Source: an optimization exercise on an open RTL-to-GDS flow (aim: small area). Production flows keep margins and buffers that such runs may drop. In this exercise RTL edits were held to simulation tests only and were not proved equivalent to the original.

==> flow/design.v, too long to show whole: its modules and the start of the top module <==
// module idct_swap: 32 lines
// module idct_mac1: 860 lines
// module idct_mac2: 892 lines
// module idct_mac4: 526 lines
// module IDCT_all: 179 lines
module IDCT_all(seq_in, mode, clk, reset, seq_out_4, seq_out_8);
  // ...
==> flow/flow/run.sh <==
#!/bin/bash
# Layout flow: the standard flow (standard.sh) with two changes.
#
#  1. Synthesis runs with SYNTH_OPERATIONS_ARGS=-noabc: Yosys's generic
#     "abc -fast" pass is skipped before full-adder extraction, so the
#     ripple-carry adders of the RTL map straight onto full-adder cells
#     instead of full adders wrapped in inverters. The registers are checked
#     against the standard synthesis (same names and cell types); if they
#     differ in any way, the standard synthesis is used instead.
#  2. Clock tree synthesis without dummy loads and with larger sink clusters
#     driven by clkbuf_8 leaf buffers (CTS_ARGS).
#
# Everything else (floorplan, power grid, placement, routing, finishing) is
# standard.sh unchanged. Each step's output goes to its own log file here.
set -uo pipefail

RES=orfs/results/${FLOW_PLATFORM}/IDCT_all/base
LOGS=orfs/logs/${FLOW_PLATFORM}/IDCT_all/base

flops() {
    grep -oE 'sky130_fd_sc_hd__[a-z0-9_]+ +[^ (]+ *\(' "$1" \
        | grep -E 'sky130_fd_sc_hd__(s?e?df|dl)' | sed 's/ *($//' | sort
}

# 1. reference: the standard synthesis
bash standard.sh synth > synth_standard.log 2>&1 || exit 1
cp "$RES/1_2_yosys.v" synth_standard.v
cp "$LOGS/1_2_yosys.log" synth_standard_yosys.log 2>/dev/null

# 2. synthesis without the generic abc pass
rm -f "$RES/1_2_yosys.v" "$RES/1_2_yosys.sdc" "$RES/1_synth.odb" "$RES/1_synth.sdc"
if SYNTH_OPERATIONS_ARGS=-noabc bash standard.sh synth > synth_noabc.log 2>&1 \
    && [[ -s "$RES/1_2_yosys.v" ]] \
    && flops synth_standard.v > flops_standard.txt \
    && flops "$RES/1_2_yosys.v" > flops_noabc.txt \
    && [[ -s flops_standard.txt ]] \
    && cmp -s flops_standard.txt flops_noabc.txt; then
    echo "using the -noabc synthesis" > synth_choice.txt
else
    echo "registers differ or synthesis failed: using the standard synthesis" > synth_choice.txt
    rm -f "$RES/1_2_yosys.v" "$RES/1_2_yosys.sdc" "$RES/1_synth.odb" "$RES/1_synth.sdc"
    cp synth_standard.v "$RES/1_2_yosys.v"
    cp "$FLOW_SDC" "$RES/1_2_yosys.sdc"
    bash standard.sh synth > synth_restore.log 2>&1 || exit 1
fi

# 3. the rest of the standard flow, with the clock tree settings
CTS_ARGS="-sink_clustering_enable -repair_clock_nets -dont_use_dummy_load -sink_clustering_size 16 -sink_clustering_max_diameter 60 -buf_list sky130_fd_sc_hd__clkbuf_8" \
    bash standard.sh finish > finish.log 2>&1 || exit 1

[[ -s out/final.def ]]
==> flow/standard.sh <==
#!/bin/bash
# synth_recipe.tcl (not shown) runs the flow's synth.tcl, then flattens the netlist and writes it again
# the make line also repeats each setting of config.mk as NAME=value (left out here)
make -C /OpenROAD-flow-scripts/flow DESIGN_CONFIG=/design/flow/config.mk WORK_HOME=/design/flow/orfs CLKGATE_MAP_FILE= SYNTH_SCRIPT=/design/flow/synth_recipe.tcl "${@:-finish}"
==> flow/config.mk <==
export PLATFORM = sky130hd
export DESIGN_NAME = IDCT_all
export DESIGN_NICKNAME = IDCT_all
export VERILOG_FILES = /design/flow/design.v
export SDC_FILE = /design/flow/constraint.sdc
export NUM_CORES = 8
export LEC_CHECK = 0
export CAP_MARGIN = 20
export CORE_MARGIN = 2
export CORE_UTILIZATION = 45
export GPL_TIMING_DRIVEN = 0
export SLEW_MARGIN = 20
==> flow/constraint.sdc <==
create_clock -name core_clock -period 10.0 [get_ports {clk}]
set_input_delay 2.0000 -clock core_clock [delete_from_list [all_inputs] [get_ports {clk}]]
set_output_delay 2.0000 -clock core_clock [all_outputs]
set_load 0.01 [all_outputs]
==> results.cfg, run 1 <==
[status]
status = complete, no violations

[routing]
routed_wl_um = 151000
highest_layer = met4
drt-met1-wl_um = 74400

[final_layout]
num_antenna_cells = 2
design_area_um2 = 85300
reg.largest.list = sw8c.line x448, z8b x336, sw8b.line x224
syn_to_final_growth_pct = 7.64
num-multi-input-gates = 3406
utilization_pct = 48.6

[synth]
synth_area_leader_cell = dfxtp_1
synth_compound_area_share_pct = 5.25
synth_xor_area_share_pct = 4.03
synth_top_area_share_pct = 54.6

[critical_path]
end_kind = flop
r2r_end = pass2.a6[12]
r2r_slack_ns = 0.25
cpMostUsedCell = fa_1

[clock_tree]
cts_tree = built
cts.path.max_buffers = 3
cts_hold_buf = 0
h-tree-depth = 4

[timing]
period_minus_slack_ns = 9.75

[die]
die_w_um = 424
initial_core_util_pct = 45.1

[placement]
place_congestion = 0.864
numPortBuffers = 67
detailed_place_hpwl_um = 114000

[worst_hold_path]
min_delay_path_depth = 0
hold-path-endpoint = sw8c.line[9][7]

[global_route]
gr-usage-all-layers_pct = 17.2
==> run 2, diff against run 1 <==
--- a/flow/config.mk
+++ b/flow/config.mk
@@ -9,4 +9,3 @@
 export CORE_MARGIN = 2
 export CORE_UTILIZATION = 45
-export GPL_TIMING_DRIVEN = 0
 export SLEW_MARGIN = 20
==> run 2 against run 1 <==
Net effect:
- still clean on timing, DRC and antenna
- critical path depth stayed put
- worst hold slack better by 0.018 ns
- first-iteration DRC count is 16% lower
- clock-buffer cell count is 1 higher
- register-to-register slack better by 0.32 ns
- final area is 0.87% lower
- largest cell class unchanged
==> results.cfg, run 2 <==
[synth]
synth_most_common_cell = dfxtp_1
synth_area_leader_cell = dfxtp_1
avgSynthCellArea_um2 = 13.4
synth.distinct_cells = 92
synth_top_area_share_pct = 54.6
postSynthCellCount = 5925
ys_top_cells_by_area = dfxtp_1, fa_1, nor2b_1
netlist_area_um2 = 79300
synthTopCellsByCount = dfxtp_1, fa_1, nor2b_1
ys_warn_count = 17
synth_seq_cells = 2163
yosysSeqAreaShare_pct = 54.6
synth_edf_count = 1
synth-async-reset-ratio_pct = 0
yosys_most_used_dff = dfxtp_1
synth_nets = 6680

[critical_path]
crit_type = flop to flop
end_kind = flop
r2r_end = pass2.a5[12]
rr_startpoint = s8p[3]
r2r_slack_ns = 0.58
critPathRequiredTime_ns = 10.77
reg2reg_depth = 23
startpoint_type = flop
cp.arrival_ns = 10.19
worstPathMaxFanout = 12

[final_layout]
final_cell_mix = dfxtp_1, fa_1, nor2b_1
reg.largest.list = sw8c.line x448, z8b x336, sw8b.line x224
design_area_um2 = 84600
final_common_cell = dfxtp_1
drive_gt1_share_pct = 11.6
largest-register = sw8c.line
fin_nets = 6707
largest_register_ffs = 448
syn_to_final_growth_pct = 6.70
fillerInstances = 15300
regArea_um2 = 43300
multi_input_area_um2 = 34300

[clock_tree]
h-tree-depth = 4
cts.path.max_buffers = 3
cts_hold_buf = 0
clock-sinks = 2163
cts_tree = built
clk_latency_ns = 0.94
cts_made_buffers = 173
root_buffer = clkbuf_8
clkTransAtPathRegs_ns = 0.09

[global_route]
antenna_found_initial = 3
grt_pass1_wl_um = 220000
gr-usage-all-layers_pct = 15.2
grt_max_degree = 89
grt.overflow.total = 0
first_global_vias = 40600

[die]
initial_core_util_pct = 45.1
fp-row-count = 154
core_area_um2 = 176000
io-pin-count = 78
die_area_um2 = 179000
die-height_um = 424
die_w_um = 424

[placement]
detailed_place_hpwl_um = 92100
place_ws_ns = 0.480
numPortBuffers = 68
place_congestion = 0.787
placed_area_um2 = 82200

[timing]
slew_viol_final = 0
period_minus_slack_ns = 9.42
finClkSkew_ns = 0.102
rsz0062_at_grt = false
finalHoldViolations = 0
timing.final.ws_setup_ns = 0.578
finalSetupTns_ns = 0
finalSetupViolCount = 0
fin_crit_sh_pct = 94.2
holdWs_ns = 0.274
max_freq_mhz = 106
relSlewSlack_pct = 30.5
tightest_slew_ns = 1.04

[routing]
postRouteAntennaNets = 0
drt_drc_violations_left = 0
vias = 39400
vias_per_cell = 4.75
routed_wl_um = 132000
avgRoutedWirePerCell_um = 15.9
drt_iter0_markers = 1989
drt_pass1_iterations = 5

[status]
status = complete, no violations

[flow_run]
drv_cap = 0

[worst_hold_path]
hold-path-endpoint = sw8c.line[9][14]
min_from = sw8c.line[8][14]
hp-class = flop to flop
min_delay_path_depth = 0
[run 2: per-stage QoR]
step                      util [%]  cells
final                         48.2   8291
after global routing          48.2   8291
after CTS                     48.2   8290
after detailed placement      46.8   8117
after global placement        46.8   8116
after floorplan                  -   5925
[run 2: cell families (layout without fill, tap and decap cells)]
family / count (synthesis) / in the layout / share of synthesized area (%)
muxes: 499 / 499 / 8.63
and+or+nand+nor: 1143 / 1143 / 7.58
DFF: 2163 / 2163 / 54.6
AOI/OAI and AO/OA: 674 / 674 / 5.25
adders and majority gates: 727 / 727 / 17.8
buffers and inverters: 356 / 381 / 2.07
other: 0 / 1 / 0
xor gates and xnor gates: 363 / 363 / 4.03
[run 2: critical path, stage by stage (launching register included)]
cell and delay (ns):
dfxtp_1 0.54, nand3b_1 0.33, a211oi_1 0.31, buf_4 0.19
o31a_2 0.25, inv_2 0.05, ha_1 0.21, fa_1 0.41
fa_1 0.44, fa_1 0.46, fa_1 0.46, fa_1 0.47
fa_1 0.63, fa_1 0.46, fa_1 0.47, fa_1 0.73
fa_1 0.56, fa_1 0.59, mux2i_1 0.09, a21oi_1 0.18
o21ai_0 0.27, xnor2_1 0.24, fa_1 0.47, fa_1 0.48
[run 2: how the worst max path moves through the flow]
stage,depth (start not counted),end,from
CTS,21,pass2.a5[12],s8p[3]
global placement,22,pass2.a5[12],s8p[3]
global route,23,pass2.a5[12],s8p[3]
finish,23,pass2.a5[12],s8p[3]
detailed placement,21,pass2.a5[12],s8p[3]
floorplan,23,pass2.a7[12],sw8a.pout[1]
[run 2: repair_timing]
action	in CTS	in global routing
buffers inserted	0	0
endpoints found under the setup margin	0	14
gates resized for setup	0	2
[run 2: layout make-up]
class,instances,area share [%]
clock buffers,173,2.82
diodes,1,0.00296
repair buffers,167,1.69
inverters,41,0.188
well taps,2340,3.46
flip-flops and latches,2163,51.2
multi-input cells,3406,40.6
[run 2: per-layer routing]
layer	vias to the layer above	share of wire, %	global-route usage [%]
met5	-	0	0
met4	0	2.1	4.30
met3	194	3.6	2.38
met2	545	44	22.9
met1	19300	50	22.7
li1	19400	-	-
==> run 3, diff against run 2 <==
--- a/flow/flow/run.sh
+++ b/flow/flow/run.sh
@@ -46,5 +46,5 @@
 
 # 3. the rest of the standard flow, with the clock tree settings
-CTS_ARGS="-sink_clustering_enable -repair_clock_nets -dont_use_dummy_load -sink_clustering_size 16 -sink_clustering_max_diameter 60 -buf_list sky130_fd_sc_hd__clkbuf_8" \
+BUFFER_PORTS_ARGS="-buffer_cell sky130_fd_sc_hd__buf_1" CTS_ARGS="-sink_clustering_enable -repair_clock_nets -dont_use_dummy_load -sink_clustering_size 16 -sink_clustering_max_diameter 60 -buf_list sky130_fd_sc_hd__clkbuf_8" \
     bash standard.sh finish > finish.log 2>&1 || exit 1
 
==> run 3 against run 2 <==
Net effect:
- via count decreased by 0.52%
- cell count did not move
- sequential cell count unchanged
- register-to-register slack hardly changed
- clock-buffer cell count is 1 lower
- clock skew up 0.0043 ns
- utilization shrank 0.25 points
- critical endpoint is now pass2.a4[12]
==> results.cfg, run 3 <==
[critical_path]
critPathRequiredTime_ns = 10.75
rr_startpoint = s8p[3]
worstPathMaxFanout = 12
cp.arrival_ns = 10.19
startpoint_type = flop
critPathLaunch = s8p[3]
end_kind = flop
crit_type = flop to flop

[die]
initial_core_util_pct = 45.1
die_w_um = 424
core_area_um2 = 176000
fp-row-count = 154
die-height_um = 424
die_area_um2 = 179000
io-pin-count = 78

[clock_tree]
clk_latency_ns = 0.91
clock-sinks = 2163
h-tree-depth = 4
cts.path.max_buffers = 3
cts_hold_buf = 0
clkTransAtPathRegs_ns = 0.09
cts_resized = 0
cts_tree = built
cts_made_buffers = 172
postCtsSetupRepairBufs = 0
root_buffer = clkbuf_8

[timing]
finClkSkew_ns = 0.106
tightest_slew_ns = 1.07
finalHoldViolations = 0
finalSetupViolCount = 0
max_freq_mhz = 106
slew_viol_final = 0
relSlewSlack_pct = 27.9
rsz0062_at_grt = false
period_minus_slack_ns = 9.44
fin_crit_sh_pct = 94.4
finalSetupTns_ns = 0

[synth]
synth_seq_cells = 2163
ys_top_cells_by_area = dfxtp_1, fa_1, nor2b_1
ys_warn_count = 17
postSynthCellCount = 5925
synth_top_area_share_pct = 54.6
synth_most_common_cell = dfxtp_1
yosys_most_used_dff = dfxtp_1
synthTopCellsByCount = dfxtp_1, fa_1, nor2b_1
synth-async-reset-ratio_pct = 0
synth.distinct_cells = 92
synth_edf_count = 1
netlist_area_um2 = 79300
synth_nets = 6680
synth_area_leader_cell = dfxtp_1
yosysSeqAreaShare_pct = 54.6
avgSynthCellArea_um2 = 13.4

[worst_hold_path]
min_from = sw8a.line[1][5]
hp-class = flop to flop

[global_route]
gr-usage-all-layers_pct = 15.1
grt_max_degree = 97
grt_pass1_wl_um = 220000
first_global_vias = 40800
antenna_found_initial = 3
grt.overflow.total = 0

[final_layout]
largest-register = sw8c.line
fillerInstances = 15400
fin_nets = 6705
final_common_cell = dfxtp_1
drive_gt1_share_pct = 11.6
reg.largest.list = sw8c.line x448, z8b x336, sw8b.line x224
fin_cells = 8291
final_cell_mix = dfxtp_1, fa_1, nor2b_1
largest_register_ffs = 448
syn_to_final_growth_pct = 6.14

[placement]
dp_cells = 8115
numPortBuffers = 68
detailed_place_hpwl_um = 91600
place_congestion = 0.783

[routing]
vias_per_cell = 4.73
drt_pass1_iterations = 5
drt_iter0_markers = 2056
avgRoutedWirePerCell_um = 15.8
routed_wl_um = 131000
postRouteAntennaNets = 0
drt_drc_violations_left = 0
vias = 39200

[flow_run]
drv_cap = 0

[status]
status = complete, no violations
run 3: cell counts after synthesis:
Identical to the previous run, type by type.
run 3: critical path, cell delays in order, from the launching register on:
cell and delay (ns):
dfxtp_1 0.55, nand3b_1 0.21, buf_4 0.22, a211oi_2 0.39, o31ai_2 0.19, ha_1 0.23, fa_1 0.42, fa_1 0.60
fa_1 0.78, fa_1 0.58, fa_1 0.47, fa_1 0.48, fa_1 0.48, fa_1 0.47, fa_1 0.47, fa_1 0.46
fa_1 0.57, mux2i_1 0.07, a21oi_1 0.21, o21ai_0 0.27, xnor2_1 0.24, fa_1 0.45, fa_1 0.49
run 3: worst paths after layout:
| check | to | slack, ns | cells past startpoint |
|---|---|---|---|
| setup / recovery | pass2.a4[12] | 0.56 | 22 |
| hold / removal | sw8a.line[2][5] | 0.26 | 0 |
| setup reg to reg | pass2.a4[12] | 0.56 | 22 |
| hold reg to reg | sw8a.line[2][5] | 0.26 | 0 |
run 3: logic make-up after synthesis:
group           after synthesis  share of synthesized area [%]
flops                      2163                           54.6
simple gates               1143                           7.58
fa+ha+maj                   727                           17.8
compound gates              674                           5.25
mux                         499                           8.63
xor+xnor                    363                           4.03
buf+inv                     356                           2.07
run 3: through the flow:
stage / util, % / hold WS [ns] / worst slack, ns / cell area (µm²)
final: 47.9 / 0.262 / 0.564 / 84100
after global routing: 47.9 / 0.260 / 0.0961 / 84100
after CTS: 47.9 / 0.247 / 0.539 / 84100
after detailed placement: 46.6 / 0.312 / 0.574 / 81700
after global placement: 46.6 / 0.310 / 0.684 / 81700
after floorplan: - / 0.310 / 1.31 / 79300
run 3: final cells by class:
| cell class | count | area, µm² | area share (%) |
|---|---|---|---|
| Inverter | 41 | 159 | 0.189 |
| Sequential cell | 2163 | 43300 | 51.5 |
| Tap cell | 2340 | 2930 | 3.48 |
| Clock buffer | 172 | 2370 | 2.81 |
| Timing Repair Buffer | 166 | 1010 | 1.20 |
| Multi-Input combinational cell | 3406 | 34300 | 40.8 |
| Antenna cell | 3 | 7.51 | 0.00892 |
run 3: layer usage:
metal / global-route usage, % / vias up / routed length, µm
met2: 22.8 / 440 / 57100
met4: 4.01 / 0 / 2990
met5: 0 / - / 0
met1: 22.4 / 19200 / 66500
met3: 2.66 / 198 / 4560
li1: - / 19300 / -
==> run 4, diff against run 3 <==
--- a/flow/flow/run.sh
+++ b/flow/flow/run.sh
@@ -1,4 +1,4 @@
 #!/bin/bash
-# Layout flow: the standard flow (standard.sh) with two changes.
+# Layout flow: the standard flow (standard.sh) with three changes.
 #
 #  1. Synthesis runs with SYNTH_OPERATIONS_ARGS=-noabc: Yosys's generic
@@ -10,4 +10,6 @@
 #  2. Clock tree synthesis without dummy loads and with larger sink clusters
 #     driven by clkbuf_8 leaf buffers (CTS_ARGS).
+#  3. Every input and output port still gets its own buffer, but a buf_1
+#     instead of the default clkdlybuf4s50_1 (BUFFER_PORTS_ARGS).
 #
 # Everything else (floorplan, power grid, placement, routing, finishing) is
@@ -45,5 +47,5 @@
 fi
 
-# 3. the rest of the standard flow, with the clock tree settings
+# 3. the rest of the standard flow, with the clock tree and port buffer settings
 BUFFER_PORTS_ARGS="-buffer_cell sky130_fd_sc_hd__buf_1" CTS_ARGS="-sink_clustering_enable -repair_clock_nets -dont_use_dummy_load -sink_clustering_size 16 -sink_clustering_max_diameter 60 -buf_list sky130_fd_sc_hd__clkbuf_8" \
     bash standard.sh finish > finish.log 2>&1 || exit 1
==> run 4 against run 3 <==
Net effect:
- routed wire length unchanged
- highest routed layer unchanged
- critical endpoint unchanged
- via count unchanged
- global-route usage unchanged
- first-iteration DRC count unchanged
- critical path type unchanged
==> results.cfg, run 4 <==
[die]
die_area_um2 = 179000
initial_core_util_pct = 45.1
die_w_um = 424
fp-row-count = 154
die-height_um = 424
core_area_um2 = 176000
io-pin-count = 78

[critical_path]
end_kind = flop
cp_slowest_cell = fa_1
cp_num_cells = 22
cp.arrival_ns = 10.19
worstPathMaxFanout = 12
cp_slowest_stage_delay_ns = 0.78
reg2reg_depth = 22
crit_type = flop to flop
startpoint_type = flop
cp_cell_sequence = nand3b_1 -> buf_4 -> a211oi_2 -> o31ai_2 -> ha_1 -> fa_1 -> fa_1 -> fa_1 -> fa_1 -> fa_1 -> fa_1 -> fa_1 -> fa_1 -> fa_1 -> fa_1 -> fa_1 -> mux2i_1 -> a21oi_1 -> o21ai_0 -> xnor2_1 -> fa_1 -> fa_1
critPathRequiredTime_ns = 10.75
cpMostUsedCell = fa_1
worst-path-buf-inv = 1
cpLargestDelayFamily = adder cells

[synth]
synth_edf_count = 1
synth-async-reset-ratio_pct = 0
synthTopCellsByCount = dfxtp_1, fa_1, nor2b_1
synth_seq_cells = 2163
synth_top_area_share_pct = 54.6
synth_most_common_cell = dfxtp_1
yosysSeqAreaShare_pct = 54.6
postSynthCellCount = 5925
ys_top_cells_by_area = dfxtp_1, fa_1, nor2b_1
avgSynthCellArea_um2 = 13.4
synth_area_leader_cell = dfxtp_1
synth_nets = 6680
ys_warn_count = 17
netlist_area_um2 = 79300
synth.distinct_cells = 92
yosys_most_used_dff = dfxtp_1

[final_layout]
final_cell_mix = dfxtp_1, fa_1, nor2b_1
reg.largest.list = sw8c.line x448, z8b x336, sw8b.line x224
largest-register = sw8c.line
final_common_cell = dfxtp_1
drive_gt1_share_pct = 11.6
largest_register_ffs = 448
syn_to_final_growth_pct = 6.14
design_area_um2 = 84100
fin_cells = 8291
fin_nets = 6705

[clock_tree]
root_buffer = clkbuf_8
clk_latency_ns = 0.91
cts_tree = built
cts_made_buffers = 172
cts_resized = 0
cts.path.max_buffers = 3
cts_hold_buf = 0
postCtsSetupRepairBufs = 0
clkTransAtPathRegs_ns = 0.09
h-tree-depth = 4
clock-sinks = 2163

[placement]
dp_cells = 8115
numPortBuffers = 68
place_congestion = 0.783
placed_area_um2 = 81700
detailed_place_hpwl_um = 91600

[global_route]
grt.overflow.total = 0
grt_pass1_wl_um = 220000
grt_max_degree = 97
first_global_vias = 40800
antenna_found_initial = 3
gr-usage-all-layers_pct = 15.1

[routing]
postRouteAntennaNets = 0
vias_per_cell = 4.73
drt_drc_violations_left = 0
drt_pass1_iterations = 5
vias = 39200
avgRoutedWirePerCell_um = 15.8
routed_wl_um = 131000
drt_iter0_markers = 2056

[timing]
relSlewSlack_pct = 27.9
finalSetupTns_ns = 0
fin_crit_sh_pct = 94.4
finalHoldViolations = 0
rsz0062_at_grt = false
slew_viol_final = 0
holdWs_ns = 0.262
finClkSkew_ns = 0.106
max_freq_mhz = 106
finalSetupViolCount = 0
period_minus_slack_ns = 9.44
tightest_slew_ns = 1.07

[worst_hold_path]
min_delay_path_depth = 0
hp-class = flop to flop

[status]
status = complete, no violations

[flow_run]
drv_cap = 0
run 4: cell counts after synthesis:
No cell type changed its count.
run 4: cells by family (layout without fill, tap and decap cells):
family,Yosys count,after routing,share of synthesized area (%)
flops,2163,2163,54.6
simple gates,1143,1143,7.58
buf+inv,356,379,2.07
mux,499,499,8.63
other cells,0,3,0
xor+xnor,363,363,4.03
compound gates,674,674,5.25
fa+ha+maj,727,727,17.8
run 4: path summary, 6_finish.rpt:
kind	start	endpoint	slack (ns)
setup / recovery	s8p[3]	pass2.a4[12]	0.56
hold / removal	sw8a.line[1][5]	sw8a.line[2][5]	0.26
setup reg to reg	s8p[3]	pass2.a4[12]	0.56
hold reg to reg	sw8a.line[1][5]	sw8a.line[2][5]	0.26
run 4: worst register-to-register path, cell delays in order (launching register included):
cell	delay [ns]
dfxtp_1	0.55
nand3b_1	0.21
buf_4	0.22
a211oi_2	0.40
o31ai_2	0.19
ha_1	0.23
fa_1	0.42
fa_1	0.60
fa_1	0.78
fa_1	0.58
fa_1	0.47
fa_1	0.48
fa_1	0.48
fa_1	0.47
fa_1	0.47
fa_1	0.46
fa_1	0.57
mux2i_1	0.07
a21oi_1	0.21
o21ai_0	0.27
xnor2_1	0.24
fa_1	0.45
fa_1	0.49
run 4: final cells by class:
| cell class | count | area [µm²] |
|---|---|---|
| repair buffers | 166 | 1010 |
| multi-input cells | 3406 | 34300 |
| flip-flops and latches | 2163 | 43300 |
| inverters | 41 | 159 |
| clock buffers | 172 | 2370 |
| diodes | 3 | 7.51 |
| fillers | 15400 | 91400 |
| well taps | 2340 | 2930 |
run 4: through the flow:
stage / utilization [%] / setup WS, ns
detailed placement: 46.6 / 0.574
floorplan: - / 1.31
global route: 47.9 / 0.0961
finish: 47.9 / 0.564
CTS: 47.9 / 0.539
global placement: 46.6 / 0.684
run 4: metal layers:
metal | global-route usage [%] | vias up | share of wire, %
li1 | - | 19300 | -
met1 | 22.4 | 19200 | 51
met2 | 22.8 | 440 | 44
met3 | 2.66 | 198 | 3.5
met4 | 4.01 | 0 | 2.3
met5 | 0 | - | 0
==> run 5, diff against run 4 <==
==> flow/flow/run.sh (replaced) <==
#!/bin/bash
# Layout flow: the standard flow (standard.sh) with these changes.
#
#  1. Synthesis runs with SYNTH_OPERATIONS_ARGS=-noabc: Yosys's generic
#     "abc -fast" pass is skipped before full-adder extraction, so the
#     ripple-carry adders of the RTL map straight onto full-adder cells
#     instead of full adders wrapped in inverters.
#  2. The combinational logic of that netlist (all but registers, full/half
#     adders and tie cells) is mapped again by ABC with a shorter script
#     (flow/reopt.ys, flow/reopt.abc), and checked equivalent to it
#     (flow/equiv.ys).
#     After each of steps 1 and 2 the registers are compared with the
#     standard synthesis (same instance names and cell types); if a step
#     fails or changes them, the flow goes back to the previous netlist.
#  3. Clock tree synthesis without dummy loads and with larger sink clusters
#     driven by clkbuf_8 leaf buffers (CTS_ARGS).
#  4. Every input and output port still gets its own buffer, but a buf_1
#     instead of the default clkdlybuf4s50_1 (BUFFER_PORTS_ARGS).
#
# Everything else (floorplan, power grid, placement, routing, finishing) is
# standard.sh unchanged. Each step's output goes to its own log file here.
set -uo pipefail

RES=orfs/results/${FLOW_PLATFORM}/IDCT_all/base
LOGS=orfs/logs/${FLOW_PLATFORM}/IDCT_all/base
YOSYS=$(command -v yosys || echo "$FLOW_HOME/../tools/install/yosys/bin/yosys")

flops() {
    grep -oE 'sky130_fd_sc_hd__[a-z0-9_]+ +[^ (]+ *\(' "$1" \
        | grep -E 'sky130_fd_sc_hd__(s?e?df|dl)' | sed 's/ *($//' | sort
}

same_flops() {   # $1: netlist; compared with the standard synthesis
    flops "$1" > flops_check.txt && [[ -s flops_standard.txt ]] \
        && cmp -s flops_standard.txt flops_check.txt
}

use_netlist() {  # $1: netlist to lay out; rebuilds 1_synth.odb from it
    rm -f "$RES/1_2_yosys.v" "$RES/1_synth.odb" "$RES/1_synth.sdc"
    cp "$1" "$RES/1_2_yosys.v"
    [[ -f "$RES/1_2_yosys.sdc" ]] || cp "$FLOW_SDC" "$RES/1_2_yosys.sdc"
    bash standard.sh synth > "synth_odb_$(basename "$1" .v).log" 2>&1
}

# 1. reference: the standard synthesis
bash standard.sh synth > synth_standard.log 2>&1 || exit 1
cp "$RES/1_2_yosys.v" synth_standard.v
cp "$LOGS/1_2_yosys.log" synth_standard_yosys.log 2>/dev/null
flops synth_standard.v > flops_standard.txt
chosen=synth_standard.v

# 1'. synthesis without the generic abc pass
rm -f "$RES/1_2_yosys.v" "$RES/1_2_yosys.sdc" "$RES/1_synth.odb" "$RES/1_synth.sdc"
if SYNTH_OPERATIONS_ARGS=-noabc bash standard.sh synth > synth_noabc.log 2>&1 \
    && [[ -s "$RES/1_2_yosys.v" ]] && same_flops "$RES/1_2_yosys.v"; then
    cp "$RES/1_2_yosys.v" synth_noabc.v
    chosen=synth_noabc.v
    echo "noabc synthesis: used" > synth_choice.txt
else
    echo "noabc synthesis: failed or registers differ, not used" > synth_choice.txt
fi

# 2. re-map the combinational logic
LIB=$(make -s -C "$FLOW_HOME" DESIGN_CONFIG="$PWD/config.mk" WORK_HOME="$PWD/orfs" print-LIB_FILES 2>/dev/null | sed 's/^LIB_FILES: *//' | awk '{print $1}')
DONTUSE=$(make -s -C "$FLOW_HOME" DESIGN_CONFIG="$PWD/config.mk" WORK_HOME="$PWD/orfs" print-DONT_USE_CELLS 2>/dev/null | sed 's/^DONT_USE_CELLS: *//' | awk '{for (i = 1; i <= NF; i++) printf "-dont_use %s ", $i}')
PERIOD_PS=$(awk -v p="$FLOW_PERIOD_NS" 'BEGIN {printf "%d", p * 1000}')
printf 'set_driving_cell sky130_fd_sc_hd__buf_1\nset_load 5\n' > reopt.constr
sed -e "s#@LIB@#$LIB#g" -e "s#@IN@#$chosen#" -e "s#@OUT@#reopt.v#" -e "s#@TOP@#$FLOW_TOP#" \
    -e "s#@DONTUSE@#$DONTUSE#" -e "s#@CONSTR@#-constr reopt.constr#" -e "s#@PERIOD_PS@#$PERIOD_PS#" \
    -e "s#@ABC@#flow/reopt.abc#" flow/reopt.ys > reopt.ys
sed -e "s#@LIB@#$LIB#g" -e "s#@GOLD@#$chosen#" -e "s#@GATE@#reopt.v#" -e "s#@TOP@#$FLOW_TOP#g" \
    flow/equiv.ys > equiv.ys
if [[ -n "$LIB" ]] && timeout 1800 "$YOSYS" -s reopt.ys > reopt_yosys.log 2>&1 \
    && [[ -s reopt.v ]] && same_flops reopt.v \
    && timeout 1800 "$YOSYS" -s equiv.ys > reopt_equiv.log 2>&1; then
    chosen=reopt.v
    echo "re-mapped netlist: used" >> synth_choice.txt
else
    echo "re-mapped netlist: failed, not equivalent or registers differ, not used" >> synth_choice.txt
fi
use_netlist "$chosen" || { use_netlist synth_standard.v || exit 1; }

# 3. the rest of the standard flow, with the clock tree and port buffer settings
BUFFER_PORTS_ARGS="-buffer_cell sky130_fd_sc_hd__buf_1" \
CTS_ARGS="-sink_clustering_enable -repair_clock_nets -dont_use_dummy_load -sink_clustering_size 16 -sink_clustering_max_diameter 60 -buf_list sky130_fd_sc_hd__clkbuf_8" \
    bash standard.sh finish > finish.log 2>&1 || exit 1

[[ -s out/final.def ]]
==> flow/flow/equiv.ys (new file) <==
# The re-mapped netlist must do what the synthesized one does, register for
# register (registers are black boxes with the same names in both).
read_liberty -ignore_miss_func @LIB@
read_verilog @GOLD@
rename @TOP@ gold
read_verilog @GATE@
rename @TOP@ gate
blackbox sky130_fd_sc_hd__*df* sky130_fd_sc_hd__*dl* sky130_fd_sc_hd__fa_* sky130_fd_sc_hd__ha_* sky130_fd_sc_hd__conb_*
flatten
equiv_make gold gate eq
hierarchy -top eq
equiv_simple
equiv_status -assert
==> flow/flow/reopt.abc (new file) <==
&get -n
&st
&dch
&nf
&put
buffer -c
topo
stime -c
upsize -c
dnsize -c
==> flow/flow/reopt.ys (new file) <==
# Re-map the combinational logic of the synthesized netlist with a shorter
# ABC script. Registers, full/half adders and tie cells are kept as they are
# (black boxes); everything else is flattened into logic and mapped again.
read_liberty -ignore_miss_func @LIB@
read_verilog @IN@
hierarchy -top @TOP@
blackbox sky130_fd_sc_hd__*df* sky130_fd_sc_hd__*dl* sky130_fd_sc_hd__fa_* sky130_fd_sc_hd__ha_* sky130_fd_sc_hd__conb_*
flatten
opt_clean -purge
abc -liberty @LIB@ @DONTUSE@ @CONSTR@ -D @PERIOD_PS@ -script @ABC@
opt_clean -purge
setundef -zero
hilomap -singleton -hicell sky130_fd_sc_hd__conb_1 HI -locell sky130_fd_sc_hd__conb_1 LO
splitnets
opt_clean -purge
insbuf -buf sky130_fd_sc_hd__buf_4 A X
stat -liberty @LIB@
write_verilog -noattr -nohex -nodec @OUT@
==> run 5 against run 4 <==
Net effect:
- still clean
- clock skew is 0.0041 ns higher
- worst setup slack worse by 0.049 ns
- clock-buffer cell count is 4 higher
- worst hold slack worse by 0.021 ns
- critical path depth is 1 higher
- synthesized area is 0.73% lower
- routed wire length is 3.4% higher
- utilization is 0.25 points higher
- sequential share of layout area is 0.23 points higher
- highest routed layer unchanged
==> results.cfg, run 5 <==
[routing]
drt_iter0_markers = 2439
drt_drc_violations_left = 0
postRouteAntennaNets = 0
avgRoutedWirePerCell_um = 16.0
routed_wl_um = 136000
vias_per_cell = 4.80
drt_pass1_iterations = 6
vias = 40600

[worst_hold_path]
hp-class = flop to flop
min_from = sw8c.line[25][14]

[critical_path]
end_kind = flop
rr_startpoint = s8p[0]
cp.arrival_ns = 10.20
worstPathMaxFanout = 12
startpoint_type = flop
critPathRequiredTime_ns = 10.72
crit_type = flop to flop
critPathLaunch = s8p[0]

[final_layout]
syn_to_final_growth_pct = 6.43
fin_nets = 6883
final_cell_mix = dfxtp_1, fa_1, nor2b_1
largest_register_ffs = 448
fillerInstances = 15400
final_common_cell = dfxtp_1
drive_gt1_share_pct = 10.4
reg.largest.list = sw8c.line x448, z8b x336, sw8b.line x224
largest-register = sw8c.line

[global_route]
grt_pass1_wl_um = 227000
grt_max_degree = 97
grt.overflow.total = 0
gr-usage-all-layers_pct = 15.7
first_global_vias = 42100
antenna_found_initial = 2

[clock_tree]
h-tree-depth = 4
clkTransAtPathRegs_ns = 0.10
cts_hold_buf = 0
clock-sinks = 2163
cts.path.max_buffers = 3
root_buffer = clkbuf_8
cts_tree = built
clk_latency_ns = 0.94
cts_made_buffers = 176

[timing]
tightest_slew_ns = 1.08
finalHoldViolations = 0
finalSetupTns_ns = 0
max_freq_mhz = 105
finClkSkew_ns = 0.110
holdWs_ns = 0.241
rsz0062_at_grt = false
period_minus_slack_ns = 9.48
slew_viol_final = 0
relSlewSlack_pct = 27.4
fin_crit_sh_pct = 94.8
finalSetupViolCount = 0

[placement]
numPortBuffers = 68
detailed_place_hpwl_um = 95000
place_congestion = 0.862

[status]
status = complete, no violations

[die]
die_area_um2 = 178000
fp-row-count = 153
die-height_um = 422
io-pin-count = 78
initial_core_util_pct = 45.3
die_w_um = 422
core_area_um2 = 174000

[synth]
synth_nets = 6852
avgSynthCellArea_um2 = 12.9
postSynthCellCount = 6097
netlist_area_um2 = 78700
ys_warn_count = 17

[flow_run]
drv_cap = 0
run 5: per-stage QoR:
step | std cells | area, µm² | util (%) | setup WS, ns
floorplan | 6097 | 78700 | - | 1.05
detailed placement | 8273 | 81300 | 46.8 | 0.236
global placement | 8273 | 81300 | 46.8 | 0.331
global route | 8453 | 83700 | 48.2 | 0.0172
finish | 8454 | 83700 | 48.2 | 0.515
CTS | 8449 | 83700 | 48.1 | 0.203
run 5: repair_timing:
action / 4_1_cts / 5_1_grt
setup endpoints to repair: 0 / 15
gates resized for setup: 0 / 7
buffers inserted: 0 / 2
run 5: area by class of cell:
cell class | count | area, µm² | area share [%]
Multi-Input combinational cell | 3569 | 33800 | 40.4
Tap cell | 2325 | 2910 | 3.47
Antenna cell | 3 | 7.51 | 0.00897
Clock buffer | 176 | 2420 | 2.89
Sequential cell | 2163 | 43300 | 51.7
Timing Repair Buffer | 177 | 1090 | 1.30
Inverter | 41 | 156 | 0.187
run 5: worst max-delay path: stages (launching register included):
cell and delay (ns):
dfxtp_1 0.53, and4b_1 0.26, a211oi_2 0.38, a2bb2oi_2 0.29, inv_1 0.09, ha_1 0.21, fa_1 0.42, fa_1 0.44
fa_1 0.59, fa_1 0.43, fa_1 0.78, fa_1 0.57, fa_1 0.47, fa_1 0.51, nand2_1 0.08, a31o_2 0.14
a21oi_1 0.05, a311oi_2 0.50, xnor2_1 0.17, fa_1 0.44, fa_1 0.51, fa_1 0.47, fa_1 0.46, fa_1 0.47
run 5: worst paths after layout:
path | endpoint | slack (ns) | cells after the start
max | pass2.a4[12] | 0.52 | 23
min | sw8c.line[26][14] | 0.24 | 0
max reg2reg | pass2.a4[12] | 0.52 | 23
min reg2reg | sw8c.line[26][14] | 0.24 | 0
run 5: layer usage:
metal  track usage (%)  up-vias  routed length [µm]
met4              4.73        0                3380
met2              23.4      729               58700
met3              2.81      232                5800
met1              23.3    19700               67800
met5                 0        -                   0
li1                  -    19900                   -
==> run 6, diff against run 5 <==
==> flow/flow/reopt.abc (replaced) <==
&get -n
&st
&dch
&nf -R 1000
&put
buffer -c
topo
stime -c
upsize -c
dnsize -c
==> run 6 against run 5 <==
Net effect:
- still clean
- synthesized cell count is 0.16% lower
- maximum frequency is 0.46% lower
- worst hold slack better by 0.040 ns
- critical endpoint is now pass2.a5[12]
- register-to-register slack worse by 0.04 ns
- clock-buffer cell count is 5 lower
- sequential cell count stayed put
- synthesized area is 0.48% lower
- largest cell class unchanged
- via count is 0.28% lower
- clock skew is 0.014 ns lower
- global-route usage is 0.27 points lower
==> results.cfg, run 6 <==
[critical_path]
critPathRequiredTime_ns = 10.73
reg2reg_depth = 24
end_kind = flop
crit_type = flop to flop
r2r_end = pass2.a5[12]
worstSetupEndpoint = pass2.a5[12]
cp.arrival_ns = 10.25
rr_startpoint = s8p[0]
r2r_slack_ns = 0.47
startpoint_type = flop
critPathLaunch = s8p[0]
worstPathMaxFanout = 11

[synth]
ys_warn_count = 17
netlist_area_um2 = 78300
postSynthCellCount = 6087
synth_nets = 6842
avgSynthCellArea_um2 = 12.9

[final_layout]
final_cell_mix = dfxtp_1, fa_1, nor2b_1
final_common_cell = dfxtp_1
largest-register = sw8c.line
fin_nets = 6880
reg.largest.list = sw8c.line x448, z8b x336, sw8b.line x224
fin_cells = 8449
drive_gt1_share_pct = 10.4
syn_to_final_growth_pct = 6.43
largest_register_ffs = 448
fillerInstances = 15400

[clock_tree]
h-tree-depth = 4
cts_hold_buf = 0
clk_latency_ns = 0.88
cts_made_buffers = 171
clock-sinks = 2163
root_buffer = clkbuf_8
cts.path.max_buffers = 3
clkTransAtPathRegs_ns = 0.09
cts_tree = built

[placement]
detailed_place_hpwl_um = 93800
numPortBuffers = 68
place_congestion = 0.877
dp_cells = 8277

[routing]
vias_per_cell = 4.79
drt_iter0_markers = 2767
avgRoutedWirePerCell_um = 15.8
drt_pass1_iterations = 6
vias = 40500
routed_wl_um = 134000
postRouteAntennaNets = 0
drt_drc_violations_left = 0

[timing]
fin_crit_sh_pct = 95.3
holdWs_ns = 0.281
max_freq_mhz = 105
tightest_slew_ns = 1.09
rsz0062_at_grt = false
finClkSkew_ns = 0.0963
finalSetupViolCount = 0
finalHoldViolations = 0
finalSetupTns_ns = 0
relSlewSlack_pct = 26.4
period_minus_slack_ns = 9.53
slew_viol_final = 0

[die]
die_area_um2 = 177000
die_w_um = 421
fp-row-count = 153
io-pin-count = 78
core_area_um2 = 173000
die-height_um = 421
initial_core_util_pct = 45.1

[global_route]
grt_pass1_wl_um = 223000
first_global_vias = 41400
grtUsageMet1_pct = 22.9
groute.layer.met2.usage_pct = 22.9
grt.overflow.total = 0
grt_max_degree = 86
gr-usage-all-layers_pct = 15.4
grt_most_used_layer = met2
grtUsageMet3_pct = 2.89
antenna_found_initial = 1

[worst_hold_path]
hp-class = flop to flop
min_from = sw8c.line[24][13]

[flow_run]
drv_cap = 0

[status]
status = complete, no violations
[run 6: cell count changes in the layout (fill, tap and decap cells not counted), moves of 5 or more]
cell      change
a21boi_0     +11
nor2_1       +11
o31ai_1       -6
o21a_1       -10
a31oi_1       +9
and2_1       -16
clkbuf_8      -5
o211ai_1      -7
nand2_1      +39
a211oi_1      -8
o21ai_0       +8
[run 6: layout make-up]
cell class                      instances  area [µm²]  area share [%]
Timing Repair Buffer                  179        1090            1.31
Clock buffer                          171        2350            2.82
Sequential cell                      2163       43300            52.0
Antenna cell                            1        2.50         0.00300
Multi-Input combinational cell       3569       33500            40.2
Tap cell                             2325        2910            3.49
Inverter                               41         154           0.185
[run 6: critical path: stages, from the launching register on]
cell      delay, ns
dfxtp_1        0.40
inv_2          0.08
and3_4         0.22
and2_2         0.22
a211oi_1       0.54
o31ai_2        0.21
ha_1           0.26
fa_1           0.42
fa_1           0.44
fa_1           0.47
fa_1           0.46
fa_1           0.47
fa_1           0.47
fa_1           0.75
fa_1           0.61
fa_1           0.65
fa_1           0.48
mux2_2         0.28
o21ai_1        0.17
a211oi_1       0.07
buf_4          0.16
xor2_1         0.15
fa_1           0.43
fa_1           0.47
fa_1           0.47
[run 6: how the worst min path moves through the flow]
| stage | endpoint | cells past startpoint | slack (ns) |
|---|---|---|---|
| finish | sw8c.line[25][13] | 0 | 0.28 |
| global route | sw8c.line[19][15] | 0 | 0.27 |
| CTS | sw8c.line[23][15] | 0 | 0.27 |
| detailed placement | sw8b.line[12][7] | 0 | 0.31 |
| global placement | z8b[8][10] | 0 | 0.31 |
| floorplan | cd4 | 0 | 0.31 |
[run 6: per-stage QoR]
stage	setup WS [ns]	util, %	area [µm²]
after global routing	0.0418	48.1	83300
final	0.471	48.1	83300
after global placement	0.524	46.7	81000
after detailed placement	0.391	46.7	81000
after floorplan	1.26	-	78300
after CTS	0.329	48.0	83300
[run 6: timing repair]
| item | 4_1_cts | 5_1_grt |
|---|---|---|
| setup endpoints to repair | 0 | 9 |
| gates resized for setup | 0 | 2 |
| buffers inserted | 0 | 0 |
[run 6: metal layers]
| metal | wire length, µm | vias up |
|---|---|---|
| met2 | 56800 | 798 |
| met5 | 0 | - |
| li1 | - | 19800 |
| met3 | 5920 | 249 |
| met1 | 67300 | 19600 |
| met4 | 3560 | 0 |
==> run 7, diff against run 6 <==
==> flow/flow/reopt.abc (replaced) <==
strash
dc2
dch
amap
topo
stime -c
buffer -c
upsize -c
dnsize -c
==> run 7 against run 6 <==
Net effect:
- still clean
- global-route usage is 1.9 points higher
- first-iteration DRC count is 23% higher
- clock-buffer cell count is 2 higher
==> results.cfg, run 7 <==
[status]
status = complete, no violations

[global_route]
grt_pass1_wl_um = 246000
gr-usage-all-layers_pct = 17.3
grt.overflow.total = 0
first_global_vias = 46100
antenna_found_initial = 1
grt_max_degree = 105

[final_layout]
drive_gt1_share_pct = 6.26
syn_to_final_growth_pct = 6.54
largest-register = sw8c.line
multi_input_area_um2 = 31200
final_cell_mix = dfxtp_1, nor2_1, fa_1
reg.largest.list = sw8c.line x448, z8b x336, sw8b.line x224
regArea_um2 = 43300
fin_cells = 9130
utilization_pct = 48.3
largest_register_ffs = 448
fillerInstances = 15400
final_common_cell = dfxtp_1
fin_nets = 7575

[routing]
routed_wl_um = 149000
drt_drc_violations_left = 0
drt_iter0_markers = 3410
drt_pass1_iterations = 5
vias_per_cell = 5.01
avgRoutedWirePerCell_um = 16.3
postRouteAntennaNets = 0
vias = 45800

[die]
core_area_um2 = 172000
die_area_um2 = 176000
io-pin-count = 78
initial_core_util_pct = 45.3
die_w_um = 420
die-height_um = 420
fp-row-count = 152

[synth]
synth_nets = 7551
postSynthCellCount = 6796
netlist_area_um2 = 77800
ys_warn_count = 17
avgSynthCellArea_um2 = 11.4

[clock_tree]
clk_latency_ns = 0.91
cts_made_buffers = 173
root_buffer = clkbuf_8
h-tree-depth = 4
clock-sinks = 2163
cts_tree = built
cts.path.max_buffers = 3
clkTransAtPathRegs_ns = 0.10

[timing]
finClkSkew_ns = 0.114
max_freq_mhz = 105
tightest_slew_ns = 1.12
finalSetupViolCount = 0
finalSetupTns_ns = 0
fin_crit_sh_pct = 95.5
rsz0062_at_grt = true
relSlewSlack_pct = 24.5
period_minus_slack_ns = 9.55
holdWs_ns = 0.252
slew_viol_final = 0
finalHoldViolations = 0

[critical_path]
critPathRequiredTime_ns = 10.73
cpLargestDelayFamily = adder cells
worst-path-buf-inv = 4
worstPathMaxFanout = 8
cp_slowest_stage_delay_ns = 0.59
cp.arrival_ns = 10.28
end_kind = flop
cpMostUsedCell = fa_1
crit_type = flop to flop
startpoint_type = flop
cp_slowest_cell = fa_1

[flow_run]
drv_cap = 0

[worst_hold_path]
hp-class = flop to flop

[placement]
dp_cells = 8949
numPortBuffers = 68
detailed_place_hpwl_um = 105000
place_congestion = 0.888
-- run 7: worst register-to-register path: stages, from the launching register on --
cell	delay, ns
dfxtp_1	0.42
inv_2	0.08
nor3_4	0.37
inv_2	0.16
o22ai_2	0.21
nor2_1	0.09
a21oi_2	0.28
o22ai_4	0.12
buf_4	0.22
ha_1	0.23
fa_1	0.45
fa_1	0.47
fa_1	0.48
fa_1	0.47
fa_1	0.48
fa_1	0.46
fa_1	0.47
fa_1	0.59
fa_1	0.47
fa_1	0.59
nor2_1	0.05
a211oi_1	0.28
o311ai_1	0.30
inv_1	0.16
o22ai_1	0.11
fa_1	0.46
fa_1	0.46
fa_1	0.48
-- run 7: layer usage --
layer  vias to the layer above  part of all wire [%]  track usage (%)
met1                     22000                    50             26.2
met3                       258                   5.2             2.69
met2                      1151                    43             25.5
met5                         -                     0                0
li1                      22400                     -                -
met4                         0                   2.4             4.90
-- run 7: worst paths after layout --
path	start	end	slack [ns]	cells past startpoint
hold reg to reg	sw8b.line[11][0]	sw8b.line[12][0]	0.25	0
setup reg to reg	s8p[3]	pass2.a2[12]	0.45	27
hold / removal	sw8b.line[11][0]	sw8b.line[12][0]	0.25	0
setup / recovery	s8p[3]	pass2.a2[12]	0.45	27
-- run 7: repair_timing --
item,4_1_cts,5_1_grt
gates resized for setup,0,8
setup endpoints to repair,0,16
hold buffers,0,0
setup buffers,0,4
-- run 7: cell type report --
type                    instances  share of cell area [%]
flip-flops and latches       2163                    52.3
repair buffers                182                    1.39
well taps                    2310                    3.49
inverters                     527                    2.39
diodes                          2                 0.00604
multi-input cells            3773                    37.6
clock buffers                 173                    2.87
-- run 7: per-stage QoR --
stage / cell area, µm² / setup slack (ns)
floorplan: 77800 / 1.15
global placement: 80400 / 0.327
detailed placement: 80400 / 0.207
CTS: 82800 / 0.143
global route: 82900 / 0.00586
finish: 82900 / 0.448
==> run 8, diff against run 7 <==
==> flow/flow/reopt.abc (replaced) <==
strash
dch
amap
topo
stime -c
buffer -c
upsize -c
dnsize -c
==> run 8 against run 7 <==
Net effect:
- critical path type unchanged
- critical endpoint is now pass2.a7[12]
- clock skew fell by 0.032 ns
- synthesized cell count rose by 2.5%
- cell count increased by 1.5%
- critical path depth down 4
- non-clock buffer count decreased by 13
- via count grew 1.3%
==> results.cfg, run 8 <==
[critical_path]
cp_slowest_stage_delay_ns = 0.74
worst-path-buf-inv = 2
cpLargestDelayFamily = adder cells
cp_slowest_cell = fa_1
end_kind = flop
critPathRequiredTime_ns = 10.76
cp_num_cells = 23
cpMostUsedCell = fa_1
worstPathMaxFanout = 35
rr_startpoint = s8p[0]
critPathLaunch = s8p[0]
cp_cell_sequence = inv_1 -> nand3_2 -> buf_4 -> o22ai_1 -> o22ai_1 -> o22ai_1 -> fa_1 -> fa_1 -> fa_1 -> fa_1 -> fa_1 -> fa_1 -> a211oi_1 -> or3_1 -> o21ai_0 -> o21ai_0 -> fa_1 -> fa_1 -> fa_1 -> fa_1 -> fa_1 -> fa_1 -> fa_1
cp.arrival_ns = 10.29
crit_type = flop to flop
startpoint_type = flop
reg2reg_depth = 23

[die]
core_area_um2 = 172000
die_area_um2 = 176000
initial_core_util_pct = 45.3
die_w_um = 420
fp-row-count = 152
io-pin-count = 78
die-height_um = 420

[worst_hold_path]
hp-class = flop to flop
min_delay_path_depth = 0
min_from = z8b[16][8]

[final_layout]
fin_cells = 9271
reg.largest.list = sw8c.line x448, z8b x336, sw8b.line x224
fillerInstances = 15500
largest_register_ffs = 448
final_common_cell = dfxtp_1
syn_to_final_growth_pct = 6.22
drive_gt1_share_pct = 5.47
final_cell_mix = dfxtp_1, nor2_1, fa_1
largest-register = sw8c.line
fin_nets = 7717

[global_route]
grt_max_degree = 87
gr-usage-all-layers_pct = 17.4
grt_pass1_wl_um = 247000
antenna_found_initial = 2
first_global_vias = 46400
grt.overflow.total = 0

[routing]
routed_wl_um = 149000
vias = 46400
drt_iter0_markers = 3301
vias_per_cell = 5.00
postRouteAntennaNets = 0
drt_drc_violations_left = 0
drt_pass1_iterations = 6
avgRoutedWirePerCell_um = 16.1

[clock_tree]
clock-sinks = 2163
root_buffer = clkbuf_8
h-tree-depth = 4
cts_made_buffers = 171
cts_tree = built
cts_resized = 0
clkTransAtPathRegs_ns = 0.09
cts.path.max_buffers = 3
clk_latency_ns = 0.92
postCtsSetupRepairBufs = 0
cts_hold_buf = 0

[flow_run]
drv_cap = 0

[timing]
slew_viol_final = 0
relSlewSlack_pct = 32.0
finalHoldViolations = 0
holdWs_ns = 0.285
finalSetupTns_ns = 0
tightest_slew_ns = 1.01
finalSetupViolCount = 0
period_minus_slack_ns = 9.53
fin_crit_sh_pct = 95.3
rsz0062_at_grt = false
finClkSkew_ns = 0.0822
max_freq_mhz = 105

[placement]
place_congestion = 0.897
numPortBuffers = 68
detailed_place_hpwl_um = 105000
dp_cells = 9099

[synth]
netlist_area_um2 = 77800
synth_nets = 7720
postSynthCellCount = 6965
ys_warn_count = 17
avgSynthCellArea_um2 = 11.2

[status]
status = complete, no violations
## run 8: metrics by stage
step | setup slack [ns] | utilization [%] | cell area [µm²]
5_1_grt | 0.0401 | 48.1 | 82700
2_1_floorplan | 1.25 | - | 77800
6_report | 0.472 | 48.1 | 82700
3_3_place_gp | 0.500 | 46.8 | 80300
3_5_place_dp | 0.352 | 46.8 | 80300
4_1_cts | 0.311 | 48.1 | 82600
## run 8: worst paths after layout
check | endpoint | slack (ns)
setup / recovery | pass2.a7[12] | 0.47
hold / removal | z8b[15][8] | 0.29
setup reg to reg | pass2.a7[12] | 0.47
hold reg to reg | z8b[15][8] | 0.29
## run 8: area by class of cell
cell class              count  area (µm²)  area share [%]
multi-input cells        3782       30500            36.9
inverters                 675        2540            3.07
well taps                2310        2890            3.50
diodes                      1        2.50         0.00303
repair buffers            169        1010            1.23
flip-flops and latches   2163       43300            52.4
clock buffers             171        2350            2.85
## run 8: per-layer routing
layer  share of wire (%)  global-route usage, %
met2                  44                   26.1
met4                 2.6                   5.71
met3                 4.8                   2.79
met1                  49                   25.5
met5                   0                      0
==> run 9, diff against run 8 <==
--- a/flow/flow/run.sh
+++ b/flow/flow/run.sh
@@ -8,5 +8,5 @@
 #  2. The combinational logic of that netlist (all but registers, full/half
 #     adders and tie cells) is mapped again by ABC with a shorter script
-#     (flow/reopt.ys, flow/reopt.abc), and checked equivalent to it
+#     (flow/reopt.ys, flow/reopt.abc: an area-oriented amap), and checked equivalent to it
 #     (flow/equiv.ys).
 #     After each of steps 1 and 2 the registers are compared with the
==> run 9 against run 8 <==
Net effect:
- register-to-register slack about the same
- critical path depth stayed put
- maximum frequency did not move
- highest routed layer unchanged
- clock skew unchanged
- final area unchanged
- die area unchanged
==> results.cfg, run 9 <==
[global_route]
grt_pass1_wl_um = 247000
first_global_vias = 46400
gr-usage-all-layers_pct = 17.4
antenna_found_initial = 2
grt.overflow.total = 0
grt_max_degree = 87

[timing]
holdWs_ns = 0.285
finalSetupViolCount = 0
slew_viol_final = 0
max_freq_mhz = 105
fin_crit_sh_pct = 95.3
finalHoldViolations = 0
period_minus_slack_ns = 9.53
relSlewSlack_pct = 32.0
finClkSkew_ns = 0.0822
tightest_slew_ns = 1.01
finalSetupTns_ns = 0
rsz0062_at_grt = false

[die]
initial_core_util_pct = 45.3
die_w_um = 420
core_area_um2 = 172000
die_area_um2 = 176000
io-pin-count = 78
die-height_um = 420
fp-row-count = 152

[critical_path]
end_kind = flop
r2r_slack_ns = 0.47
crit_type = flop to flop
cp_slowest_cell = fa_1
cp_cell_sequence = inv_1 -> nand3_2 -> buf_4 -> o22ai_1 -> o22ai_1 -> o22ai_1 -> fa_1 -> fa_1 -> fa_1 -> fa_1 -> fa_1 -> fa_1 -> a211oi_1 -> or3_1 -> o21ai_0 -> o21ai_0 -> fa_1 -> fa_1 -> fa_1 -> fa_1 -> fa_1 -> fa_1 -> fa_1
cp_slowest_stage_delay_ns = 0.74
r2r_end = pass2.a7[12]
worstPathMaxFanout = 35
worst-path-buf-inv = 2
rr_startpoint = s8p[0]
cpMostUsedCell = fa_1
startpoint_type = flop
cpLargestDelayFamily = adder cells
cp.arrival_ns = 10.29
critPathRequiredTime_ns = 10.76
reg2reg_depth = 23

[synth]
netlist_area_um2 = 77800
synth_nets = 7720
postSynthCellCount = 6965
avgSynthCellArea_um2 = 11.2
ys_warn_count = 17

[clock_tree]
cts_tree = built
clock-sinks = 2163
clk_latency_ns = 0.92
cts_hold_buf = 0
clkTransAtPathRegs_ns = 0.09
h-tree-depth = 4
root_buffer = clkbuf_8
cts_made_buffers = 171
cts.path.max_buffers = 3

[final_layout]
final_cell_mix = dfxtp_1, nor2_1, fa_1
largest_register_ffs = 448
multi_input_area_um2 = 30500
fillerInstances = 15500
fin_nets = 7717
largest-register = sw8c.line
drive_gt1_share_pct = 5.47
syn_to_final_growth_pct = 6.22
reg.largest.list = sw8c.line x448, z8b x336, sw8b.line x224
final_common_cell = dfxtp_1
regArea_um2 = 43300

[routing]
vias = 46400
postRouteAntennaNets = 0
drt_iter0_markers = 3301
drt_drc_violations_left = 0
vias_per_cell = 5.00
drt_pass1_iterations = 6
avgRoutedWirePerCell_um = 16.1
routed_wl_um = 149000

[status]
status = complete, no violations

[worst_hold_path]
hold-path-endpoint = z8b[15][8]
min_from = z8b[16][8]
hp-class = flop to flop
min_delay_path_depth = 0

[placement]
place_congestion = 0.897
detailed_place_hpwl_um = 105000
numPortBuffers = 68

[flow_run]
drv_cap = 0
[run 9: stage by stage]
step | utilization [%] | area, µm² | cells | setup slack [ns]
global placement | 46.8 | 80300 | 9099 | 0.500
floorplan | - | 77800 | 6965 | 1.25
detailed placement | 46.8 | 80300 | 9099 | 0.352
CTS | 48.1 | 82600 | 9270 | 0.311
finish | 48.1 | 82700 | 9271 | 0.472
global route | 48.1 | 82700 | 9271 | 0.0401
[run 9: timing repair]
action	4_1_cts	5_1_grt
endpoints found under the setup margin	0	7
setup buffers	0	0
gates resized for setup	0	5
[run 9: worst max path at each step]
stage	to	slack, ns	depth (start not counted)	startpoint
final	pass2.a7[12]	0.47	23	s8p[0]
after global routing	pass2.a7[12]	0.04	25	s8p[3]
after CTS	pass2.a7[12]	0.31	25	s8p[0]
after detailed placement	pass2.a7[12]	0.35	25	s8p[0]
after global placement	pass2.a7[12]	0.50	25	s8p[0]
after floorplan	pass2.b2[11]	1.25	24	pass2.xd[13]
[run 9: routing by layer]
metal	global-route usage [%]	routed length, µm
met1	25.5	73200
met2	26.1	64900
met3	2.79	7150
met4	5.71	3870
met5	0	0
[run 9: final cells by class]
type,count,share of cell area (%)
inverter,675,3.07
multi-input combinational,3782,36.9
timing repair buffer,169,1.23
clock buffer,171,2.85
antenna,1,0.00303
tap,2310,3.50
sequential,2163,52.4
==> run 10, diff against run 9 <==
==> flow/flow/reopt.abc (replaced) <==
strash
dch
amap -F 3 -A 8
strash
dch
amap -F 3 -A 8
strash
dch
amap -F 3 -A 8
topo
stime -c
buffer -c
upsize -c
dnsize -c
==> run 10 against run 9 <==
Net effect:
- utilization down 0.13 points
- synthesized cell count decreased by 3.0%
- sequential cell count is the same
- routed wire length fell by 1.6%
- critical path type unchanged
- worst hold slack got worse by 0.042 ns
- sequential share of layout area is 0.32 points higher
- synthesized area fell by 0.66%
- register-to-register slack barely moved
==> results.cfg, run 10 <==
[clock_tree]
clk_latency_ns = 0.91
cts.path.max_buffers = 3
cts_tree = built
h-tree-depth = 4
cts_made_buffers = 171
clkTransAtPathRegs_ns = 0.09
clock-sinks = 2163
postCtsSetupRepairBufs = 0
cts_resized = 0
cts_hold_buf = 0
root_buffer = clkbuf_8

[timing]
finalHoldViolations = 0
rsz0062_at_grt = false
finalSetupTns_ns = 0
period_minus_slack_ns = 9.53
slew_viol_final = 0
finClkSkew_ns = 0.116
fin_crit_sh_pct = 95.3
tightest_slew_ns = 1.02
relSlewSlack_pct = 31.5
max_freq_mhz = 105
finalSetupViolCount = 0

[critical_path]
worst-path-buf-inv = 1
startpoint_type = flop
worstPathMaxFanout = 6
cpLargestDelayFamily = adder cells
critPathRequiredTime_ns = 10.66
crit_type = flop to flop
cp_slowest_cell = fa_1
cp_cell_sequence = fa_1 -> fa_2 -> fa_1 -> fa_1 -> o22a_1 -> o21ai_0 -> o221ai_2 -> inv_1 -> o22ai_1 -> fa_1 -> fa_1 -> fa_1 -> fa_1 -> fa_1 -> fa_1 -> fa_1 -> fa_1 -> fa_1 -> fa_1 -> fa_1 -> a21oi_1 -> a31oi_1 -> nor2_1 -> a21oi_1
cp_num_cells = 24
end_kind = flop
cp.arrival_ns = 10.19
reg2reg_depth = 24
cpMostUsedCell = fa_1
cp_slowest_stage_delay_ns = 0.69

[worst_hold_path]
min_delay_path_depth = 0
hp-class = flop to flop

[synth]
synth_nets = 7510
postSynthCellCount = 6755
avgSynthCellArea_um2 = 11.4
ys_warn_count = 17
netlist_area_um2 = 77300

[die]
fp-row-count = 152
die-height_um = 418
initial_core_util_pct = 45.2
die_w_um = 418
die_area_um2 = 175000
core_area_um2 = 171000
io-pin-count = 78

[final_layout]
drive_gt1_share_pct = 5.65
fin_nets = 7515
design_area_um2 = 82200
largest_register_ffs = 448
fillerInstances = 15500
syn_to_final_growth_pct = 6.27
largest-register = sw8c.line
reg.largest.list = sw8c.line x448, z8b x336, sw8b.line x224
final_common_cell = dfxtp_1
final_cell_mix = dfxtp_1, nor2_1, fa_1

[flow_run]
drv_cap = 0

[routing]
drt_pass1_iterations = 8
vias = 45700
vias_per_cell = 5.09
drt_iter0_markers = 3388
routed_wl_um = 147000
postRouteAntennaNets = 0
avgRoutedWirePerCell_um = 16.3
drt_drc_violations_left = 0

[placement]
numPortBuffers = 68
placed_area_um2 = 79800
place_congestion = 0.884
detailed_place_hpwl_um = 103000

[global_route]
grt_max_degree = 94
grt.overflow.total = 0
gr-usage-all-layers_pct = 17.1
first_global_vias = 45200
grt_pass1_wl_um = 242000
antenna_found_initial = 2

[status]
status = complete, no violations
==> run 10: metal layers <==
layer,share of wire (%),up-vias,track usage [%]
li1,-,22300,-
met1,49,22100,25.3
met2,44,1142,25.9
met3,5.0,216,2.69
met4,2.1,0,4.84
met5,0,-,0
==> run 10: per-stage QoR <==
stage          hold slack, ns  utilization, %  setup slack, ns  std cells
3_3_place_gp            0.310            46.6            0.478       8820
6_report                0.243            48.0            0.470       8993
4_1_cts                 0.245            48.0            0.235       8991
5_1_grt                 0.252            48.0           0.0154       8993
2_1_floorplan           0.310               -             1.17       6755
3_5_place_dp            0.312            46.6            0.378       8820
==> run 10: final timing paths <==
check,from,slack (ns),end
setup / recovery,pass2.xd[10],0.47,pass2.b4[11]
hold / removal,z8b[17][10],0.24,z8b[16][10]
setup reg to reg,pass2.xd[10],0.47,pass2.b4[11]
hold reg to reg,z8b[17][10],0.24,z8b[16][10]
==> run 10: cell type report <==
type | count | area, µm² | area share, %
sequential | 2163 | 43300 | 52.7
multi-input combinational | 3616 | 30200 | 36.8
tap | 2233 | 2790 | 3.40
inverter | 631 | 2370 | 2.89
clock buffer | 171 | 2350 | 2.86
timing repair buffer | 177 | 1090 | 1.33
antenna | 2 | 5.00 | 0.00609

re-timing with driven ports:
In the flow no input, the clock included, has a driving cell. The finished layouts below were timed again as built, in two steps.
Step 1, drivers: a clkbuf_16 drives clk and a buf_2 each remaining input, both assumed.
Step 2 moves the port delays by t, midway between the first and last clock arrival at a register: inputs arrive t later, outputs are due t later. That takes back most of the time a late clock gives input paths.
Slacks: ideal ports / drivers / drivers and shift; pairs: ideal ports / drivers.
run | t (ns) | setup WS [ns] | hold WS [ns] | slew at the worst register clock pin (ns)
run 1 | 0.944 | 0.255 / 0.255 / 0.255 | 0.255 / 0.255 / 0.255 | 0.10 / 0.10
run 2 | 0.944 | 0.578 / 0.578 / 0.578 | 0.274 / 0.274 / 0.274 | 0.11 / 0.11
run 3 | 0.930 | 0.564 / 0.564 / 0.564 | 0.262 / 0.262 / 0.262 | 0.10 / 0.10
run 4 | 0.930 | 0.564 / 0.564 / 0.564 | 0.262 / 0.262 / 0.262 | 0.10 / 0.10
run 5 | 0.952 | 0.515 / 0.515 / 0.515 | 0.241 / 0.241 / 0.241 | 0.10 / 0.10
run 6 | 0.914 | 0.471 / 0.471 / 0.471 | 0.281 / 0.281 / 0.281 | 0.10 / 0.10
run 7 | 0.929 | 0.448 / 0.448 / 0.448 | 0.252 / 0.252 / 0.252 | 0.10 / 0.10
run 8 | 0.956 | 0.472 / 0.472 / 0.472 | 0.285 / 0.285 / 0.285 | 0.10 / 0.10
run 9 | 0.956 | 0.472 / 0.472 / 0.472 | 0.285 / 0.285 / 0.285 | 0.10 / 0.10
run 10 | 0.934 | 0.470 / 0.470 / 0.470 | 0.243 / 0.243 / 0.243 | 0.11 / 0.11
After both steps every run listed still meets setup and hold.
